Source: an optimization exercise on an open RTL-to-GDS flow (aim: small area and a short achievable clock period). Production flows keep margins and buffers that such runs may drop.
Where RTL was checked, it was by simulation tests only, not by an equivalence proof against the original.

==> flow/design.v (excerpt) <==
module divmodder #(parameter WIDTH = 32, parameter LATENCY = 4) (
  input clock, input reset,
  input [WIDTH-1:0] in1, input [WIDTH-1:0] in2,
  output [WIDTH-1:0] div, output [WIDTH-1:0] mod);
export LEC_CHECK = 0
export ABC_AREA = 1
export CAP_MARGIN = 20
export CORE_MARGIN = 2
export CORE_UTILIZATION = 40
export SLEW_MARGIN = 20
create_clock -name core_clock -period 85.0 [get_ports {clock}]
standard.sh (not shown) runs the stock make flow with config.mk's settings and CLKGATE_MAP_FILE= SYNTH_SCRIPT=/design/flow/synth_recipe.tcl, a recipe that flattens the netlist after the stock synthesis.
==> flow/flow/run.sh <==
#!/bin/bash
# The standard layout, with plain buf_1 cells as the port buffers
# (instead of the default delay-buffer cells), and timing repair asked
# to leave a setup margin, so that it speeds up the critical paths.
set -euo pipefail
bash standard.sh "BUFFER_PORTS_ARGS=-buffer_cell sky130_fd_sc_hd__buf_1" "SETUP_SLACK_MARGIN=65" finish > standard.log 2>&1
The baseline completed without violations.
Change:
--- a/flow/design.v
+++ b/flow/design.v
@@ -385,27 +385,35 @@
   wire P12_19 = P12_5 & P12_16;
   wire G12_20 = G12_11 | (P12_11 & G12_16);
   wire P12_20 = P12_11 & P12_16;
   wire G12_21 = G12_12 | (P12_12 & G12_16);
   wire P12_21 = P12_12 & P12_16;
   wire G12_22 = G12_17 | (P12_17 & G12_16);
   wire P12_22 = P12_17 & P12_16;
   wire [13:0] bw12 = {G12_22, G12_21, G12_20, G12_19, G12_18, G12_16, G12_15, G12_14, G12_13, G12_8, G12_7, G12_1, gg12[0], 1'b0};
   wire [12:0] df12 = ~pg12 ^ bw12[12:0];
   wire ge12 = ~bw12[13] & ~hi12;
   wire [12:0] r13 = ge12 ? df12 : t12;
   wire [12:0] q13 = {q12, ge12};
-  wire [13:0] t13 = {r13, s1_a[18]};
-  wire hi13 = |s1_d[31:14];
-  wire [13:0] dd13 = s1_d[13:0];
+  reg [31:0] s2_d;
+  always @(posedge clock) s2_d <= s1_d;
+  reg [18:0] s2_a;
+  always @(posedge clock) s2_a <= s1_a[18:0];
+  reg [12:0] s2_r;
+  always @(posedge clock) s2_r <= r13;
+  reg [12:0] s2_q;
+  always @(posedge clock) s2_q <= q13;
+  wire [13:0] t13 = {s2_r, s2_a[18]};
+  wire hi13 = |s2_d[31:14];
+  wire [13:0] dd13 = s2_d[13:0];
   wire [13:0] pg13 = ~(t13 ^ dd13);
   wire [13:0] gg13 = ~t13 & dd13;
   wire G13_1 = gg13[1] | (pg13[1] & gg13[0]);
   wire P13_1 = pg13[1] & pg13[0];
   wire G13_2 = gg13[3] | (pg13[3] & gg13[2]);
   wire P13_2 = pg13[3] & pg13[2];
   wire G13_3 = gg13[5] | (pg13[5] & gg13[4]);
   wire P13_3 = pg13[5] & pg13[4];
   wire G13_4 = gg13[7] | (pg13[7] & gg13[6]);
   wire P13_4 = pg13[7] & pg13[6];
   wire G13_5 = gg13[9] | (pg13[9] & gg13[8]);
   wire P13_5 = pg13[9] & pg13[8];
@@ -444,34 +452,26 @@
   wire G13_22 = G13_12 | (P13_12 & G13_17);
   wire P13_22 = P13_12 & P13_17;
   wire G13_23 = G13_13 | (P13_13 & G13_17);
   wire P13_23 = P13_13 & P13_17;
   wire G13_24 = G13_18 | (P13_18 & G13_17);
   wire P13_24 = P13_18 & P13_17;
   wire G13_25 = G13_19 | (P13_19 & G13_17);
   wire P13_25 = P13_19 & P13_17;
   wire [14:0] bw13 = {G13_25, G13_24, G13_23, G13_22, G13_21, G13_20, G13_17, G13_16, G13_15, G13_14, G13_9, G13_8, G13_1, gg13[0], 1'b0};
   wire [13:0] df13 = ~pg13 ^ bw13[13:0];
   wire ge13 = ~bw13[14] & ~hi13;
   wire [13:0] r14 = ge13 ? df13 : t13;
-  wire [13:0] q14 = {q13, ge13};
-  reg [31:0] s2_d;
-  always @(posedge clock) s2_d <= s1_d;
-  reg [17:0] s2_a;
-  always @(posedge clock) s2_a <= s1_a[17:0];
-  reg [13:0] s2_r;
-  always @(posedge clock) s2_r <= r14;
-  reg [13:0] s2_q;
-  always @(posedge clock) s2_q <= q14;
-  wire [14:0] t14 = {s2_r, s2_a[17]};
+  wire [13:0] q14 = {s2_q, ge13};
+  wire [14:0] t14 = {r14, s2_a[17]};
   wire hi14 = |s2_d[31:15];
   wire [14:0] dd14 = s2_d[14:0];
   wire [14:0] pg14 = ~(t14 ^ dd14);
   wire [14:0] gg14 = ~t14 & dd14;
   wire G14_1 = gg14[1] | (pg14[1] & gg14[0]);
   wire P14_1 = pg14[1] & pg14[0];
   wire G14_2 = gg14[3] | (pg14[3] & gg14[2]);
   wire P14_2 = pg14[3] & pg14[2];
   wire G14_3 = gg14[5] | (pg14[5] & gg14[4]);
   wire P14_3 = pg14[5] & pg14[4];
   wire G14_4 = gg14[7] | (pg14[7] & gg14[6]);
   wire P14_4 = pg14[7] & pg14[6];
@@ -518,25 +518,25 @@
   wire G14_25 = G14_13 | (P14_13 & G14_18);
   wire P14_25 = P14_13 & P14_18;
   wire G14_26 = G14_19 | (P14_19 & G14_18);
   wire P14_26 = P14_19 & P14_18;
   wire G14_27 = G14_20 | (P14_20 & G14_18);
   wire P14_27 = P14_20 & P14_18;
   wire G14_28 = G14_21 | (P14_21 & G14_18);
   wire P14_28 = P14_21 & P14_18;
   wire [15:0] bw14 = {G14_28, G14_27, G14_26, G14_25, G14_24, G14_23, G14_22, G14_18, G14_17, G14_16, G14_15, G14_9, G14_8, G14_1, gg14[0], 1'b0};
   wire [14:0] df14 = ~pg14 ^ bw14[14:0];
   wire ge14 = ~bw14[15] & ~hi14;
   wire [14:0] r15 = ge14 ? df14 : t14;
-  wire [14:0] q15 = {s2_q, ge14};
+  wire [14:0] q15 = {q14, ge14};
   wire [15:0] t15 = {r15, s2_a[16]};
   wire hi15 = |s2_d[31:16];
   wire [15:0] dd15 = s2_d[15:0];
   wire [15:0] pg15 = ~(t15 ^ dd15);
   wire [15:0] gg15 = ~t15 & dd15;
   wire G15_1 = gg15[1] | (pg15[1] & gg15[0]);
   wire P15_1 = pg15[1] & pg15[0];
   wire G15_2 = gg15[3] | (pg15[3] & gg15[2]);
   wire P15_2 = pg15[3] & pg15[2];
   wire G15_3 = gg15[5] | (pg15[5] & gg15[4]);
   wire P15_3 = pg15[5] & pg15[4];
   wire G15_4 = gg15[7] | (pg15[7] & gg15[6]);
Outcome: The changed run ran to the end with no violations. Die area goes down by 1.0%. Final area goes down by 1.2%. Routed wire length goes up by 2.1%. Utilization goes down by 0.36 points. Count of clock-buffer cells in the layout goes up by 1.
Function not checked in the second run of this note: the RTL went through the layout flow alone.

==> what the ideal ports hide <==
Ports are ideal in the flow. The routed layouts listed here were re-timed in OpenROAD. Step 1 assumes that a clkbuf_16 drives the clock port and a buf_2 every other input. Step 2, shift: input delay + t, output delay - t, t = (earliest + latest rising clock arrival at the registers) / 2. This alone moves slack from input paths to output paths. Three values: no drivers, after step 1, after step 2; two values: the first two.
run | t, ns | setup slack, ns | hold WS [ns] | worst setup path after step 2 | worst register clock-pin slew, ns
the first run | 0.669 | 65.867 / 65.867 / 65.569 | 0.324 / 0.324 / 0.324 | input to register | 0.07 / 0.07
the second run | 0.668 | 65.415 / 65.453 / 64.785 | 0.323 / 0.323 / 0.323 | input to register | 0.08 / 0.08
After both steps setup and hold are still met in every run listed. For the second run, which loses most, drivers alone change the setup slack by +0.038 ns; drivers and shift together by -0.630 ns.
